This design comes from an exercise in tuning for small area and a short achievable clock period on the open sky130 flow, not from production work.
RTL that was checked went through simulation tests only; none was proved equivalent to the original.
Power figures rest on the tool's default switching activity, not on a simulated workload.

## red
==> flow/design.v (excerpt) <==
module bfu_dif_top
  #(parameter  Q_POINT = 8,
    parameter  TW_ROM_DEPTH = 4,
    parameter ADDR_W = $clog2(TW_ROM_DEPTH),
    parameter TW_ROM_FILE = "tw_rom_p_8_st_1_q_8.mem")
   (
     input clk,
     input reset_n,
     input [31:0] a,
     input [31:0] b,
     input [ADDR_W-1:0] tw_addr,
     output [31:0] c_plus,
     output [31:0] c_minus
   );
  function [11:0] kmul;
    input k;
    input [3:0] n;
    begin
      kmul[0] = (k & ~n[3] & ~n[2] & ~n[1] & n[0]) | (k & ~n[3] & ~n[2] & n[1] & n[0]) | (k & ~n[3] & n[2] & ~n[1] & n[0]) | (k & ~n[3] & n[2] & n[1] & n[0]) | (k & n[3] & ~n[2] & ~n[1] & n[0]) | (k & n[3] & ~n[2] & n[1] & n[0]) | (k & n[3] & n[2] & ~n[1] & n[0]) | (k & n[3] & n[2] & n[1] & n[0]);
      kmul[1] = (k & ~n[3] & ~n[2] & n[1] & ~n[0]) | (k & ~n[3] & ~n[2] & n[1] & n[0]) | (k & ~n[3] & n[2] & n[1] & ~n[0]) | (k & ~n[3] & n[2] & n[1] & n[0]) | (k & n[3] & ~n[2] & n[1] & ~n[0]) | (k & n[3] & ~n[2] & n[1] & n[0]) | (k & n[3] & n[2] & n[1] & ~n[0]) | (k & n[3] & n[2] & n[1] & n[0]);
      kmul[2] = (k & ~n[3] & ~n[2] & ~n[1] & n[0]) | (k & ~n[3] & ~n[2] & n[1] & n[0]) | (k & ~n[3] & n[2] & ~n[1] & ~n[0]) | (k & ~n[3] & n[2] & n[1] & ~n[0]) | (k & n[3] & ~n[2] & ~n[1] & n[0]) | (k & n[3] & ~n[2] & n[1] & n[0]) | (k & n[3] & n[2] & ~n[1] & ~n[0]) | (k & n[3] & n[2] & n[1] & ~n[0]);
      kmul[3] = (k & ~n[3] & ~n[2] & n[1] & ~n[0]) | (k & ~n[3] & ~n[2] & n[1] & n[0]) | (k & ~n[3] & n[2] & ~n[1] & n[0]) | (k & ~n[3] & n[2] & n[1] & ~n[0]) | (k & n[3] & ~n[2] & ~n[1] & ~n[0]) | (k & n[3] & ~n[2] & ~n[1] & n[0]) | (k & n[3] & n[2] & ~n[1] & ~n[0]) | (k & n[3] & n[2] & n[1] & n[0]);
      kmul[4] = (k & ~n[3] & ~n[2] & ~n[1] & n[0]) | (k & ~n[3] & ~n[2] & n[1] & n[0]) | (k & ~n[3] & n[2] & ~n[1] & ~n[0]) | (k & ~n[3] & n[2] & n[1] & ~n[0]) | (k & ~n[3] & n[2] & n[1] & n[0]) | (k & n[3] & ~n[2] & ~n[1] & n[0]) | (k & n[3] & ~n[2] & n[1] & ~n[0]) | (k & n[3] & n[2] & ~n[1] & ~n[0]) | (k & n[3] & n[2] & ~n[1] & n[0]) | (k & n[3] & n[2] & n[1] & n[0]);
      kmul[5] = (k & ~n[3] & ~n[2] & ~n[1] & n[0]) | (k & ~n[3] & ~n[2] & n[1] & ~n[0]) | (k & ~n[3] & n[2] & n[1] & ~n[0]) | (k & ~n[3] & n[2] & n[1] & n[0]) | (k & n[3] & ~n[2] & ~n[1] & ~n[0]) | (k & n[3] & n[2] & ~n[1] & ~n[0]) | (k & n[3] & n[2] & ~n[1] & n[0]) | (k & n[3] & n[2] & n[1] & ~n[0]);
  ...
Size in the first run: roughly 420 flip-flops, ~130 I/O pins.
clock: 6.5 ns
lec_check: 0
cap_margin: 20
core_margin: 2
core_utilization: 55
cts_buf_list: sky130_fd_sc_hd__clkbuf_8
setup_slack_margin: 3.7
slew_margin: 20
run.sh (not shown) runs the stock make flow with config.mk's settings and CLKGATE_MAP_FILE= SYNTH_SCRIPT=/design/flow/synth_recipe.tcl, a recipe that flattens the netlist after the stock synthesis.
The following lists how blue was set up differently from red:
- CORE_UTILIZATION changed from 55 to 40
- CTS_BUF_LIST removed (was sky130_fd_sc_hd__clkbuf_8)
- blue vs red — post-cts repair resize count dropped 14%.
- Looking at total power across red and blue, the one that comes out lower is red.
- [blue vs red] final cycle utilization of the critical path: lower in blue
- Diff blue..red | vias after detailed routing | negligible
Function was not checked in any run of this note: the RTL went through the layout flow alone.

* * *

before:
bfu_dif_top again, from the RTL that the note above started with.
==> flow/config.mk <==
export PLATFORM = sky130hd
export DESIGN_NAME = bfu_dif_top
export DESIGN_NICKNAME = bfu_dif_top
export VERILOG_FILES = /design/flow/design.v
export SDC_FILE = /design/flow/constraint.sdc
export NUM_CORES = 4
export LEC_CHECK = 0
export CAP_MARGIN = 20
export CORE_MARGIN = 2
export CORE_UTILIZATION = 40
export SETUP_SLACK_MARGIN = 3.7
export SLEW_MARGIN = 20
==> flow/constraint.sdc <==
create_clock -name core_clock -period 6.5 [get_ports {clk}]
set_input_delay 1.3000 -clock core_clock [delete_from_list [all_inputs] [get_ports {clk}]]
set_output_delay 1.3000 -clock core_clock [all_outputs]
set_load 0.01 [all_outputs]
standard.sh (not shown) runs the stock make flow with config.mk's settings and CLKGATE_MAP_FILE= SYNTH_SCRIPT=/design/flow/synth_recipe.tcl, a recipe that flattens the netlist after the stock synthesis.
==> flow/flow/run.sh <==
#!/bin/bash
# Standard layout, with the ports buffered by buf_2 cells instead of the
# cell buffer_ports picks by default. Each ORFS step logs under orfs/logs/.
set -euo pipefail
bash standard.sh BUFFER_PORTS_ARGS="-buffer_cell sky130_fd_sc_hd__buf_2" finish > standard.log 2>&1
--- input diff before..after ---
- clearing SETUP_SLACK_MARGIN, which used to be 3.7
==> flow/run.sh (new file) <==
#!/bin/bash
# synth_recipe.tcl (not shown) runs the flow's synth.tcl, then flattens the netlist and writes it again
# the make line also repeats each setting of config.mk as NAME=value (left out here)
make -C /OpenROAD-flow-scripts/flow DESIGN_CONFIG=/design/flow/config.mk WORK_HOME=/design/flow/orfs CLKGATE_MAP_FILE= SYNTH_SCRIPT=/design/flow/synth_recipe.tcl finish
removed: flow/flow/run.sh
removed: flow/standard.sh
## What came out
flip-flops and latches as the cell kind with the greatest summed area was reported by after, and multi-input gates by before.
after vs. before: final period utilization now larger, worst setup margin now smaller, global-route usage now smaller.
No run among after and before stopped early or left any final violation; all are clean.
No run of this note included a check of the RTL's function; only the layout flow was run.

* * *

Setup of main:
Another version of the RTL of bfu_dif_top (not shown whole).
Size in the first run: about 1700 cells after synthesis, roughly 130 I/O pins.
clock: 6.5 ns
lec_check: 0
cap_margin: 20
core_margin: 2
core_utilization: 40
setup_slack_margin: 3.7
slew_margin: 20
==> flow/flow/run.sh <==
#!/bin/bash
# Standard layout, with the ports buffered by buf_2 cells instead of the
# cell buffer_ports picks by default. Each ORFS step logs under orfs/logs/.
set -euo pipefail
bash standard.sh BUFFER_PORTS_ARGS="-buffer_cell sky130_fd_sc_hd__buf_2" finish > standard.log 2>&1
main finished every stage and its layout cleared the timing, DRC and antenna checks.
Inputs modified between main and the feature branch:
==> flow/flow/run.sh <==
#!/bin/bash
# Standard layout, with the ports buffered by buf_2 cells instead of the
# cell buffer_ports picks by default, and a clock tree with larger sink
# clusters and no dummy loads. Each ORFS step logs under orfs/logs/.
set -euo pipefail
bash standard.sh BUFFER_PORTS_ARGS="-buffer_cell sky130_fd_sc_hd__buf_2" \
  CTS_ARGS="-sink_clustering_enable -repair_clock_nets -dont_use_dummy_load -sink_clustering_size 30 -sink_clustering_max_diameter 80" \
  finish > standard.log 2>&1
diff --git a/flow/config.mk b/flow/config.mk
--- a/flow/config.mk
+++ b/flow/config.mk
@@ -9,4 +9,4 @@
 export CORE_MARGIN = 2
 export CORE_UTILIZATION = 40
-export SETUP_SLACK_MARGIN = 3.7
+export SETUP_SLACK_MARGIN = 4.2
 export SLEW_MARGIN = 20
Setup slack, the feature branch and main, lower one = main.
main completed end to end with timing, DRC and antenna clean.
The feature branch was carried through to the last stage, and its layout satisfied the timing, DRC and antenna checks.
Highest metal layer used by the detailed router: met4 -> main, met5 -> the feature branch
Diff main -> the feature branch | number of global-route vias before repair | up slightly
Diff main -> the feature branch | part of the total power dissipated in the clock network | decrease of 12 points
When the feature branch is measured against main, its critical path depth turns out 4 higher.
The feature branch vs. main: number of setup violations in the final report about even, growth of design area from synthesis to finish rose 2.0 points.

* * *

violet:
bfu_dif_top, a different RTL version from the one above (not shown whole).
Size: about 1,700 cells after synthesis, ~460 flip-flops.
clock: 6.5 ns
lec_check: 0
cap_margin: 20
core_margin: 2
core_utilization: 40
setup_slack_margin: 3.85
slew_margin: 20
==> flow/flow/run.sh <==
#!/bin/bash
# Standard layout, with the ports buffered by buf_2 cells instead of the
# cell buffer_ports picks by default, and a clock tree with larger sink
# clusters and no dummy loads. Each ORFS step logs under orfs/logs/.
set -euo pipefail
bash standard.sh BUFFER_PORTS_ARGS="-buffer_cell sky130_fd_sc_hd__buf_2" \
  CTS_ARGS="-sink_clustering_enable -repair_clock_nets -dont_use_dummy_load -sink_clustering_size 30 -sink_clustering_max_diameter 80" \
  finish > standard.log 2>&1
diff inputs: violet => umber
# violet
export LEC_CHECK = 0
export CAP_MARGIN = 20
export CORE_MARGIN = 2
export CORE_UTILIZATION = 40
export SETUP_SLACK_MARGIN = 3.85
export SLEW_MARGIN = 20
create_clock -name core_clock -period 6.5 [get_ports {clk}]
# umber
export LEC_CHECK = 0
export CAP_MARGIN = 20
export CORE_MARGIN = 2
export CORE_UTILIZATION = 40
export GPL_TIMING_DRIVEN = 0
export SETUP_SLACK_MARGIN = 4.1
export SLEW_MARGIN = 20
create_clock -name core_clock -period 6.5 [get_ports {clk}]
diff --git a/flow/flow/run.sh b/flow/flow/run.sh
--- a/flow/flow/run.sh
+++ b/flow/flow/run.sh
@@ -5,4 +5,4 @@
 set -euo pipefail
 bash standard.sh BUFFER_PORTS_ARGS="-buffer_cell sky130_fd_sc_hd__buf_2" \
-  CTS_ARGS="-sink_clustering_enable -repair_clock_nets -dont_use_dummy_load -sink_clustering_size 30 -sink_clustering_max_diameter 80" \
+  CTS_ARGS="-sink_clustering_enable -repair_clock_nets -dont_use_dummy_load -sink_clustering_size 18 -sink_clustering_max_diameter 60 -buf_list sky130_fd_sc_hd__clkbuf_8" \
   finish > standard.log 2>&1
==> run notes <==
umber vs. violet: number of H-tree branching levels saw an increase; portion of the clock cycle consumed by the worst path in the final layout saw a decrease. Diff violet -> umber: area of the mapped netlist now sits at about the same level; tightest hold margin now sits higher; detailed-route wire length per cell now sits higher; fmax now sits higher; number of clock buffers in the layout now sits higher. [umber] critical path depth fell 8 relative to violet. Of the two candidates, violet has the better wire length of the first global-routing pass and umber the worse one. Relative to violet, the final cell area reported for umber is higher. Sort umber and violet by post-route minimum period, ascending, and umber comes first.
Here is what was changed in the inputs of juniper compared with umber.
# umber
export LEC_CHECK = 0
export CAP_MARGIN = 20
export CORE_MARGIN = 2
export CORE_UTILIZATION = 40
export GPL_TIMING_DRIVEN = 0
export SETUP_SLACK_MARGIN = 4.1
export SLEW_MARGIN = 20
create_clock -name core_clock -period 6.5 [get_ports {clk}]
# juniper
export LEC_CHECK = 0
export CAP_MARGIN = 20
export CORE_MARGIN = 2
export CORE_UTILIZATION = 55
export PLACE_DENSITY = 0.7
export SETUP_SLACK_MARGIN = 4.0
export SLEW_MARGIN = 20
create_clock -name core_clock -period 6.5 [get_ports {clk}]
### Flow results
- juniper completed end to end with timing, DRC and antenna clean.
- Total instance count after detailed placement in juniper vs umber: down about 8%
- Compared with umber, in juniper per-cell via count in the routed design up 0.32, final cycle utilization of the critical path lost 0.25 points, fmax +2.8 MHz, area of the placeable core shrank by 27%.
- In juniper the post-CTS setup repair buffer count turned out 4 lower than in umber.
- umber has higher count of placed standard cells in the final layout, fillers left out than juniper.
- umber -> juniper: power decreased by a few percent
- Min total detailed-routing wirelength across juniper and umber: juniper
- | hold slack | juniper vs umber | ≈ equal |
- Compared with umber, juniper shows worst path buffer plus inverter count higher by 1.
[inputs] ember vs juniper
# juniper
export LEC_CHECK = 0
export CAP_MARGIN = 20
export CORE_MARGIN = 2
export CORE_UTILIZATION = 55
export PLACE_DENSITY = 0.7
export SETUP_SLACK_MARGIN = 4.0
export SLEW_MARGIN = 20
create_clock -name core_clock -period 6.5 [get_ports {clk}]
# ember
export LEC_CHECK = 0
export CAP_MARGIN = 20
export CORE_MARGIN = 2
export CORE_UTILIZATION = 40
export SETUP_SLACK_MARGIN = 4.1
export SLEW_MARGIN = 20
export TNS_END_PERCENT = 10
create_clock -name core_clock -period 6.5 [get_ports {clk}]
==> comparison <==
Compared with juniper, in ember complex-gate fraction of the synthesized area saw little to no change; number of clock buffers in the layout saw an increase; cell area saw an increase.
Maximum frequency from static timing analysis: ember < juniper
Relative to juniper, overall routing resource usage has decreased by 3.3 points in ember.
Relative to ember, the following input files were edited for maple:
# ember
export LEC_CHECK = 0
export CAP_MARGIN = 20
export CORE_MARGIN = 2
export CORE_UTILIZATION = 40
export SETUP_SLACK_MARGIN = 4.1
export SLEW_MARGIN = 20
export TNS_END_PERCENT = 10
create_clock -name core_clock -period 6.5 [get_ports {clk}]
# maple
export LEC_CHECK = 0
export CAP_MARGIN = 20
export CORE_MARGIN = 2
export CORE_UTILIZATION = 40
export SETUP_SLACK_MARGIN = 4.15
export SLEW_MARGIN = 20
create_clock -name core_clock -period 6.5 [get_ports {clk}]
==> flow/flow/run.sh <==
#!/bin/bash
# Standard layout, with the ports buffered by buf_2 cells instead of the
# cell buffer_ports picks by default, and a clock tree with larger sink
# clusters and no dummy loads. Each ORFS step logs under orfs/logs/.
set -euo pipefail
bash standard.sh BUFFER_PORTS_ARGS="-buffer_cell sky130_fd_sc_hd__buf_2" \
  CTS_ARGS="-sink_clustering_enable -repair_clock_nets -dont_use_dummy_load -sink_clustering_size 30 -sink_clustering_max_diameter 80" \
  finish > standard.log 2>&1
--- outcome ---
maple: flow completed, timing, DRC and antenna clean
Summary of maple over ember: worst slew slack as a fraction of its limit fell by 0.93 points, met3 track demand over resource in global routing went down, minimum setup slack among reg-to-reg paths higher, number of standard cells in the layout, taps in and fillers out went down by 23.
Inputs modified between maple and yarrow:
# maple
export LEC_CHECK = 0
export CAP_MARGIN = 20
export CORE_MARGIN = 2
export CORE_UTILIZATION = 40
export SETUP_SLACK_MARGIN = 4.15
export SLEW_MARGIN = 20
create_clock -name core_clock -period 6.5 [get_ports {clk}]
# yarrow
export LEC_CHECK = 0
export CAP_MARGIN = 20
export CORE_MARGIN = 2
export CORE_UTILIZATION = 40
export SETUP_SLACK_MARGIN = 4.0
export SLEW_MARGIN = 20
create_clock -name core_clock -period 6.5 [get_ports {clk}]
Notes after the runs:
Where leakage power summed over all cells is concerned, maple is outperformed by yarrow.
On total number of tap cells, maple and yarrow are neck and neck.
The endpoint of the worst setup timing path comes out c_plus[23] in one run and c_plus[9] in the other, namely in yarrow and maple respectively.
Delta (yarrow minus maple): maximum frequency shows a reduction of about 2%, final cycle utilization of the critical path went up 0.70 points, sequential fraction of total cell area increased by 0.74 points relative to the old numbers.
Higher total chip power was reported by maple, not yarrow.
Against maple, yarrow comes in 2.3 points lower on growth of design area from synthesis to finish.
Looking at wire length of the first global-routing pass, yarrow sits 380 µm higher than maple does.

## port drivers added, routing unchanged
The flow's constraints put no driver on any port. The routed layouts listed below were extracted and timed again, unchanged, in two steps. Step 1 assumes that a clkbuf_16 drives the clock port and a buf_2 every other input. Step 2, shift: input delay + t, output delay - t, t = (earliest + latest rising clock arrival at the registers) / 2. This alone moves slack from input paths to output paths. a / b / c = no drivers / after step 1 / after step 2; a / b = the first two.
| run | t, ns | slack for setup (ns) | slew at the worst register clock pin (ns) | worst data-port slew with drivers (ns) |
|---|---|---|---|---|
| red | 0.617 | 3.534 / 3.534 / 3.188 | 0.07 / 0.07 | 0.06 |
| blue | 0.617 | 3.581 / 3.581 / 3.201 | 0.06 / 0.06 | 0.07 |
| before | 0.622 | 3.548 / 3.548 / 3.484 | 0.06 / 0.06 | 0.05 |
| after | 0.605 | 2.921 / 2.921 / 2.921 | 0.06 / 0.06 | 0.06 |
| main | 0.625 | 3.829 / 3.829 / 3.418 | 0.06 / 0.06 | 0.06 |
| the feature branch | 0.594 | 3.941 / 3.941 / 3.625 | 0.10 / 0.10 | 0.06 |
| violet | 0.599 | 3.949 / 3.949 / 3.640 | 0.11 / 0.11 | 0.07 |
| umber | 0.631 | 4.100 / 4.052 / 3.650 | 0.11 / 0.11 | 0.06 |
| juniper | 0.583 | 4.117 / 4.126 / 3.557 | 0.11 / 0.11 | 0.06 |
| ember | 0.627 | 4.105 / 4.057 / 3.680 | 0.10 / 0.10 | 0.07 |
| maple | 0.598 | 4.167 / 4.115 / 3.640 | 0.10 / 0.10 | 0.06 |
| yarrow | 0.612 | 4.121 / 4.067 / 3.596 | 0.10 / 0.10 | 0.06 |
After both steps every run listed still meets setup and hold. The setup slack of juniper, which loses most, moves by +0.009 ns with the drivers and by -0.560 ns with both steps.
